Background: an optimization exercise with open tools, aiming at small area and a short achievable clock period. Do not read the settings as production practice. Function was not checked in any run shown here: the RTL went through the layout flow alone.

==> flow/design.v (outline; a module is shown in full before it is edited, if it fits) <==
// module part2: 1165 lines
module part2 (
    clear,
    clock,
    digit,
    digit_valid,
    end_of_line,
    total,
    line_result
);
  // ...
==> flow/flow/run.sh <==
#!/bin/bash
# The standard layout (standard.sh), with these changes:
#  - synthesis leaves adders to ABC as plain gates (ADDER_MAP_FILE empty: no
#    full or half adder cells), so ABC can restructure the arithmetic;
#  - ABC's area script maps for a delay target (flow/abc_area.script) instead
#    of the unreachable default, so it can recover area off the critical paths;
set -euo pipefail
here=$(pwd)
rm -rf "$here/synth_scripts"
cp -r "$FLOW_HOME/scripts" "$here/synth_scripts"
cp "$here/flow/abc_area.script" "$here/synth_scripts/abc_area.script"
bash standard.sh ADDER_MAP_FILE= SCRIPTS_DIR="$here/synth_scripts" synth > synth.log 2>&1
export BUFFER_PORTS_ARGS="-buffer_cell sky130_fd_sc_hd__buf_2"
bash standard.sh ADDER_MAP_FILE= "BUFFER_PORTS_ARGS=$BUFFER_PORTS_ARGS" finish > layout.log 2>&1
==> flow/flow/abc_area.script <==
strash
dch -f
map -D 2500 -A 0.9
topo
stime -c
buffer -c
upsize -c -D 2500
dnsize -c -D 2500
==> flow/standard.sh <==
#!/bin/bash
# synth_recipe.tcl (not shown) runs the flow's synth.tcl, then flattens the netlist and writes it again
# the make line also repeats each setting of config.mk as NAME=value (left out here)
make -C /OpenROAD-flow-scripts/flow DESIGN_CONFIG=/design/flow/config.mk WORK_HOME=/design/flow/orfs CLKGATE_MAP_FILE= SYNTH_SCRIPT=/design/flow/synth_recipe.tcl "${@:-finish}"
==> flow/config.mk <==
export PLATFORM = sky130hd
export DESIGN_NAME = part2
export DESIGN_NICKNAME = part2
export VERILOG_FILES = /design/flow/design.v
export SDC_FILE = /design/flow/constraint.sdc
export NUM_CORES = 4
export LEC_CHECK = 0
export ABC_AREA = 1
export CAP_MARGIN = 20
export CORE_MARGIN = 2
export CORE_UTILIZATION = 40
export SETUP_SLACK_MARGIN = 2.6
export SLEW_MARGIN = 20
==> flow/constraint.sdc <==
create_clock -name core_clock -period 6.5 [get_ports {clock}]
set_input_delay 1.3000 -clock core_clock [delete_from_list [all_inputs] [get_ports {clock}]]
set_output_delay 1.3000 -clock core_clock [all_outputs]
set_load 0.01 [all_outputs]
==> run summary, run 1 <==
dpl cell area=17000 sq um; Initial Utilization=0.406; CP max-delay cell=dfxtp_2; status=no timing/DRC/antenna violations; core area=39700 sq um; min-delay worst type=reg -> reg; clock buf count=21; clk_skew=between 0.01 and 0.015 ns; Final setup violation count=0; Compound-Gate Fraction of Synth Area=0.157; most frequent cell after synthesis=nand2_1; largest family of logic cells by synthesized area=simple AND/OR/NAND/NOR gates; I/O Pins=120; Total Wirelength=44500 microns; fin. max-slew vios=0; Hold Crit Start=tot[57]$_SDFFE_PP0P_; Crit. Startpoint=lg[0]$_SDFFE_PP0P_; synthesized area per cell=between 5 and 6 sq um; met1 Track Usage GR=0.292; Worst Slack Setup Final=roughly 2.8 ns; Synth Area in Adders=0.00124; Num CTS Buffers=17; final non-filler cell area=between 15000 and 20000 sq um; Worst R2R Path Depth=17; Ys Warns=1; Synth async-reset ratio=0; inverter count=about 350; largest net degree at the start of global routing=between 90 and 100; most used routing layer=met2; Synth area leader=dfxtp_1; crit-path cells=nand2_1, nand2_2, a21oi_4, inv_2, a21oi_4, inv_1, a21oi_2, nor2_1, nand2_1, nor2_2, nand2_2, xor2_2, inv_1, buf_2; number of diodes=0; mean routed wirelength per cell=between 10 and 15 microns; final-stage net count=2903; Synth top area share=0.201; placed cell count=between 3k and 4k; I/O Buffers=~110; Clock buf/inv share=0.0316; routed vias=between 15k and 20k
==> run 2, diff against run 1 <==
--- a/flow/config.mk
+++ b/flow/config.mk
@@ -8,6 +8,6 @@
 export ABC_AREA = 1
 export CAP_MARGIN = 20
 export CORE_MARGIN = 2
-export CORE_UTILIZATION = 40
+export CORE_UTILIZATION = 50
 export SETUP_SLACK_MARGIN = 2.6
 export SLEW_MARGIN = 20
==> run 2 against run 1 <==
Still clean. Clock skew up 0.0044 ns. Via count up 0.47%.
==> run summary, run 2 <==
status=no timing/DRC/antenna violations; share of cells above drive strength 1=0.115; Synth area leaders=dfxtp_1 20%, nand2_1 19%, nor2_1 11%; ys flop type=dfxtp_1; Num CTS Buffers=17 (unchanged); crit-path cells=nand2_1, nand2_2, a21oi_4, inv_2, a21oi_4, inv_1, a21oi_2, nor2_1, nand2_1, nor2_1, nand2_1, xor2_2, inv_1, buf_2; core area=31600 sq um (-20%); die height=between 150 and 200 microns; clk buf depth=2; CTS clock-pin slew for the worst setup and hold paths=approximately 0.080 ns; post-synth cell types=between 50 and 60; crit path kind=reg -> out; type of origin of the critical path=flop; Setup WS pre-CTS=2.41 ns; Top delay family on crit path=compound AO/OA/AOI/OAI gates; Synth Register Bits=roughly 160; TritonRoute pass-1 iters=5; worst-path fanout max=5; top flop regs=tot (64), z (44), ls (40); I/O Pins=120 (unchanged); first-pass GRT wire length=between 70000 and 80000 microns; EDFF count, synth=0; CP max-delay cell=dfxtp_2; Synth top area share=0.201 (unchanged); most frequent cells in the layout=802 x nand2_1, 461 x nor2_1, 325 x inv_1, 215 x a21oi_1, 206 x o21ai_0; Final setup violation count=0 (unchanged); dpl cell area=16800 sq um (-0.91%); placed cell count=3276 (-3.6%); final-stage net count=2908 (+0.17%); fin crit share=0.570; minimum clock period=3.71 ns; CTS tree=done; DRC=0; Filler cells=between 3k and 4k; clock root buffer=clkbuf_16; most common cell after layout, fill and taps aside=nand2_1; max cap viols=0; DP Wirelength=around 35000 microns; synthesized area per cell=5.71 sq um (unchanged); worst stage delay on the critical path=about 0.35 ns; Area growth syn-to-layout=8.86%; Cell Count, Final, Fillers Out=approximately 3.3k; Final Hold Viols=0; final core utilization=0.555; Min Hold Slack=~0.47 ns; I/O Buffers=111 (unchanged); initial antenna violation count=0; RSZ-0062 raised after global routing=false; largest net degree at the start of global routing=91 (-2.2%); Rel. slew slack=0.291; CTS Sinks=~160; Total Wirelength=44800 microns (+0.75%); Crit. End Element=primary output; vias in the first global route=about 15k; WP buf/inv=4; number of DRC markers in iteration 0=1170; multi-input logic area=11200 sq um; Seq/Total Area, Yosys=0.201; Initial Utilization=0.510 (+0.104); Critical Path RT=~5.2 ns; crit path DAT=around 2.4 ns; routed vias=16.5k (+0.47%); fin. max-slew vios=0 (unchanged); Ys Warns=1 (unchanged); number of diodes=0 (unchanged); Synth area leader=dfxtp_1; most frequent cell after synthesis=nand2_1; Worst Tran Pin Value=approximately 1.1 ns; total negative slack=0 ns; Commonest cells post-synth=803 x nand2_1, 464 x nor2_1, 328 x inv_1; Cells after Synth=between 2k and 3k; Die X=~180 microns; Remaining Overflow, GRT=0; DR vias/cell=slightly below 5; Mapped Area=approximately 16000 sq um; cell row count=65; post-route antenna net violation count=0; register cell area after layout=3270 sq um; Die ar.=approximately 34000 sq um; final non-filler cell area=17600 sq um (-0.47%); mean routed wirelength per cell=13.5 microns (+4.3%); clock latency at the later pin of the worst-skew pair=0.46 ns; CP most frequent cell=nand2_1; gr usage total=0.270; top achievable clock speed=roughly 0.27 GHz; Synth async-reset ratio=0 (unchanged); min-delay worst type=reg -> reg; Largest Register=tot; Worst Slack Setup Final=2.79 ns (-0.0269 ns); GPL Wtd Cong=between 0.9 and 1; H-Tree Depth=4; max reg flops=64; clk_skew=0.0177 ns (+0.00441 ns)
## run 2: cell counts after synthesis
No cell type changed its count.
## run 2: repair_timing
item	4_1_cts	5_1_grt
endpoints found under the setup margin	1	42
pin swaps	0	4
setup buffers	0	7
hold buffers	0	0
gates resized for setup	1	35
## run 2: tightest hold or removal path, stage by stage (launching register included)
cell and delay [ns]:
dfxtp_1 0.33, inv_1 0.06, a21oi_1 0.05
## run 2: cell families after synthesis
family / share of synthesized area
other: 0.000232
XOR/XNOR: 0.143
AO/OA/AOI/OAI: 0.157
adder cells (fa/ha/maj): 0.00124
buffers and inverters: 0.109
flip-flops: 0.201
AND/OR/NAND/NOR: 0.389
## run 2: layout make-up
type | count | share of cell area
multi-input combinational | 2243 | 0.638
sequential | 162 | 0.186
inverter | 352 | 0.0754
clock buffer | 18 | 0.0250
timing repair buffer | 124 | 0.0372
clock inverter | 14 | 0.00905
tap | 402 | 0.0286
## run 2: final timing paths
kind,endpoint,slack (ns),startpoint,depth (start not counted)
setup / recovery,line_result[39],2.79,lg[0]$_SDFFE_PP0P_,14
hold / removal,tot[57]$_SDFFE_PP0P_,0.47,tot[57]$_SDFFE_PP0P_,2
setup reg to reg,z[5]$_SDFFE_PP0P_,2.90,z[40]$_SDFFE_PP0P_,20
hold reg to reg,tot[57]$_SDFFE_PP0P_,0.47,tot[57]$_SDFFE_PP0P_,2
## run 2: metal layers
metal / vias to the layer above / track usage / part of all wire
li1: 8868 / - / -
met1: 7200 / 0.381 / 0.51
met2: 369 / 0.437 / 0.43
met3: 44 / 0.0333 / 0.049
met4: 0 / 0.0627 / 0.016
met5: - / 0 / 0
==> run 3, diff against run 2 <==
==> flow/flow/abc_area.script (replaced) <==
strash
dch -f
map -D 2500 -A 2
topo
stime -c
buffer -c
upsize -c -D 2500
dnsize -c -D 2500
--- a/flow/config.mk
+++ b/flow/config.mk
@@ -8,6 +8,6 @@
 export ABC_AREA = 1
 export CAP_MARGIN = 20
 export CORE_MARGIN = 2
-export CORE_UTILIZATION = 50
+export CORE_UTILIZATION = 40
 export SETUP_SLACK_MARGIN = 2.6
 export SLEW_MARGIN = 20
==> run 3 against run 2 <==
Final area increased by 9.8%. Hold slack got worse by 0.0023 ns. Register-to-register slack improved by 0.05 ns. Via count increased by 8.6%. Critical endpoint unchanged. Still clean on timing, DRC and antenna.
==> run summary, run 3 <==
status=no timing/DRC/antenna violations; Area growth syn-to-layout=9.64%; Final setup violation count=0 (unchanged); I/O Buffers=111 (unchanged); I/O Pins=120 (unchanged); top achievable clock speed=0.269 GHz (-0.17%); ys flop type=dfxtp_1; worst-path fanout max=3 (-2); min-delay worst type=reg -> reg; Synth area leaders=nand2_1 28%, nor2_1 19%, dfxtp_1 18%; gr usage total=0.209 (-0.0606); Hold-fix buffers, CTS=0 (unchanged); GPL Wtd Cong=0.912 (-3.1%); Ys Warns=1 (unchanged); clk buf depth=2 (unchanged); RSZ-0062 raised after global routing=false; minimum clock period=3.71 ns (+0.00642 ns); Cells after Synth=3446 (+22%); max cap viols=0 (unchanged); TritonRoute pass-1 iters=8 (+3); Initial Utilization=0.407 (-0.103); vias in the first global route=15.8k (+6.5%); top flop regs=tot (64), z (44), ls (40); mean routed wirelength per cell=11.3 microns (-17%); cell row count=76 (+17%); Mapped Area=17600 sq um (+9.1%); Die X=214 microns (+16%); Commonest cells post-synth=1319 x nand2_1, 868 x nor2_1, 444 x inv_1; Critical Path RT=5.20 ns (about the same); Num CTS Buffers=17 (unchanged); CTS tree=done; most frequent cells in the layout=1310 x nand2_1, 861 x nor2_1, 444 x inv_1, 150 x dfxtp_1, 142 x xor2_1; Crit. End Element=primary output; final core utilization=0.446 (-0.109); largest net degree at the start of global routing=65 (-29%); die height=214 microns (+16%); crit path DAT=2.41 ns (about the same); most frequent cell after synthesis=nand2_1; fin crit share=0.571 (+0.000988); share of cells above drive strength 1=0.0917 (-0.0233); DRC=0 (unchanged); clock root buffer=clkbuf_16; number of diodes=0 (unchanged); Synth Register Bits=162 (unchanged); core area=43300 sq um (+37%); clock latency at the later pin of the worst-skew pair=0.49 ns (+0.03 ns); most common cell after layout, fill and taps aside=nand2_1; Rel. slew slack=0.479 (+0.188); max reg flops=64 (unchanged); fin. max-slew vios=0 (unchanged); DP Wirelength=37400 microns (+5.5%); post-route antenna net violation count=0 (unchanged); number of DRC markers in iteration 0=966 (-17%); type of origin of the critical path=flop; initial antenna violation count=0 (unchanged); Synth area leader=nand2_1; clk_skew=0.0166 ns (-0.00106 ns); CTS Sinks=162 (unchanged); Worst Tran Pin Value=0.781 ns (-0.281 ns); EDFF count, synth=0 (unchanged); Seq/Total Area, Yosys=0.184 (-0.0167); H-Tree Depth=4 (unchanged); routed vias=17.9k (+8.6%); Remaining Overflow, GRT=0 (unchanged); Min Hold Slack=0.468 ns (-0.00232 ns); synthesized area per cell=5.11 sq um (-10%); Synth top area share=0.281 (+0.0803); first-pass GRT wire length=76800 microns (+4.6%); DR vias/cell=4.35 (-13%); Final Hold Viols=0 (unchanged); crit path kind=reg -> out; post-synth cell types=43 (-17%); CTS clock-pin slew for the worst setup and hold paths=0.07 ns (about the same); total negative slack=0 ns (unchanged); final-stage net count=3527 (+21%); Total Wirelength=46400 microns (+3.6%); Synth async-reset ratio=0 (unchanged); Largest Register=tot; Die ar.=45700 sq um (+35%); Filler cells=4870 (+44%)
-- run 3: changes by cell type after synthesis, moves of 14 or more --
cell	delta
nor2_1	+404
nand2_1	+516
inv_1	+116
a21oi_1	-170
nand3_1	-14
o21ai_0	-204
inv_2	+14
-- run 3: metrics by stage --
stage | instances | worst slack, ns | area [sq um]
finish | 4117 | 2.79 | 19300
global route | 4117 | 2.60 | 19300
global placement | 4079 | 2.50 | 18600
floorplan | 3453 | 2.87 | 17600
CTS | 4114 | 2.62 | 19200
detailed placement | 4079 | 2.49 | 18600
-- run 3: what timing repair did --
item                       CTS  global route
gates resized for setup      9            30
setup endpoints to repair    6            39
pin swaps                    3             9
buffers inserted             3             3
-- run 3: per-layer routing --
metal	wire, microns	global-route usage
met1	24100	0.288
met2	19900	0.343
met3	1680	0.0262
met4	743	0.0587
met5	0	0
-- run 3: cell type report --
class	count	area, sq um	area share
multi-input cells	2723	12200	0.634
repair buffers	124	653	0.0339
well taps	585	732	0.0379
clock inverters	12	97.6	0.00506
clock buffers	20	467	0.0242
inverters	491	1860	0.0962
flip-flops and latches	162	3260	0.169
-- run 3: worst paths after layout --
kind	startpoint	cells after the start	slack, ns	end
min	lp[1]$_SDFFE_PP0P_	2	0.47	lp[1]$_SDFFE_PP0P_
max reg2reg	z[34]$_SDFFE_PP0P_	22	2.95	ls[20]$_SDFFE_PP0P_
max	lg[0]$_SDFFE_PP0P_	16	2.79	line_result[39]
min reg2reg	lp[1]$_SDFFE_PP0P_	2	0.47	lp[1]$_SDFFE_PP0P_
-- run 3: cells by family after synthesis --
family                 synth area share
XOR/XNOR                          0.116
AO/OA/AOI/OAI                    0.0257
other                          0.000213
buffers and inverters             0.128
AND/OR/NAND/NOR                   0.547
flip-flops                        0.184
-- run 3: worst max-delay path: stages (launching register included) --
cell and delay (ns):
dfxtp_2 0.35, nand2_2 0.05, nand2_2 0.06, and2_4 0.15, nor2_2 0.04, inv_2 0.06
nand2_2 0.06, nand2_2 0.10, and2_4 0.14, nor2_2 0.04, nor2_2 0.11, nand2_2 0.09
nor2_4 0.15, inv_2 0.06, nor2_4 0.12, xor2_2 0.18, buf_2 0.17

[what the ideal ports hide]
No port has a modelled driver above. Below, the same layouts with a new extraction and two added sets of constraints. Step 1: set_driving_cell puts a clkbuf_16 on clock and a buf_2 on each other input, an assumption about the parent block. Step 2 adds t to the input delays and takes it off the output delays; t is the mean of the earliest and latest rising clock arrival at the registers after step 1. Input paths then give back, and output paths get back, about the clock's delay inside the block. a / b / c = ideal ports / drivers / drivers and shift; a / b = the first two.
run | t, ns | slack for setup (ns) | worst data-port slew with drivers (ns)
run 1 | 0.513 | 2.820 / 2.769 / 2.471 | 0.04
run 2 | 0.504 | 2.793 / 2.738 / 2.468 | 0.03
run 3 | 0.534 | 2.786 / 2.729 / 2.537 | 0.03
After both steps every run listed still meets setup and hold. The setup slack of run 1, which loses most, moves by -0.051 ns with the drivers and by -0.349 ns with both steps.
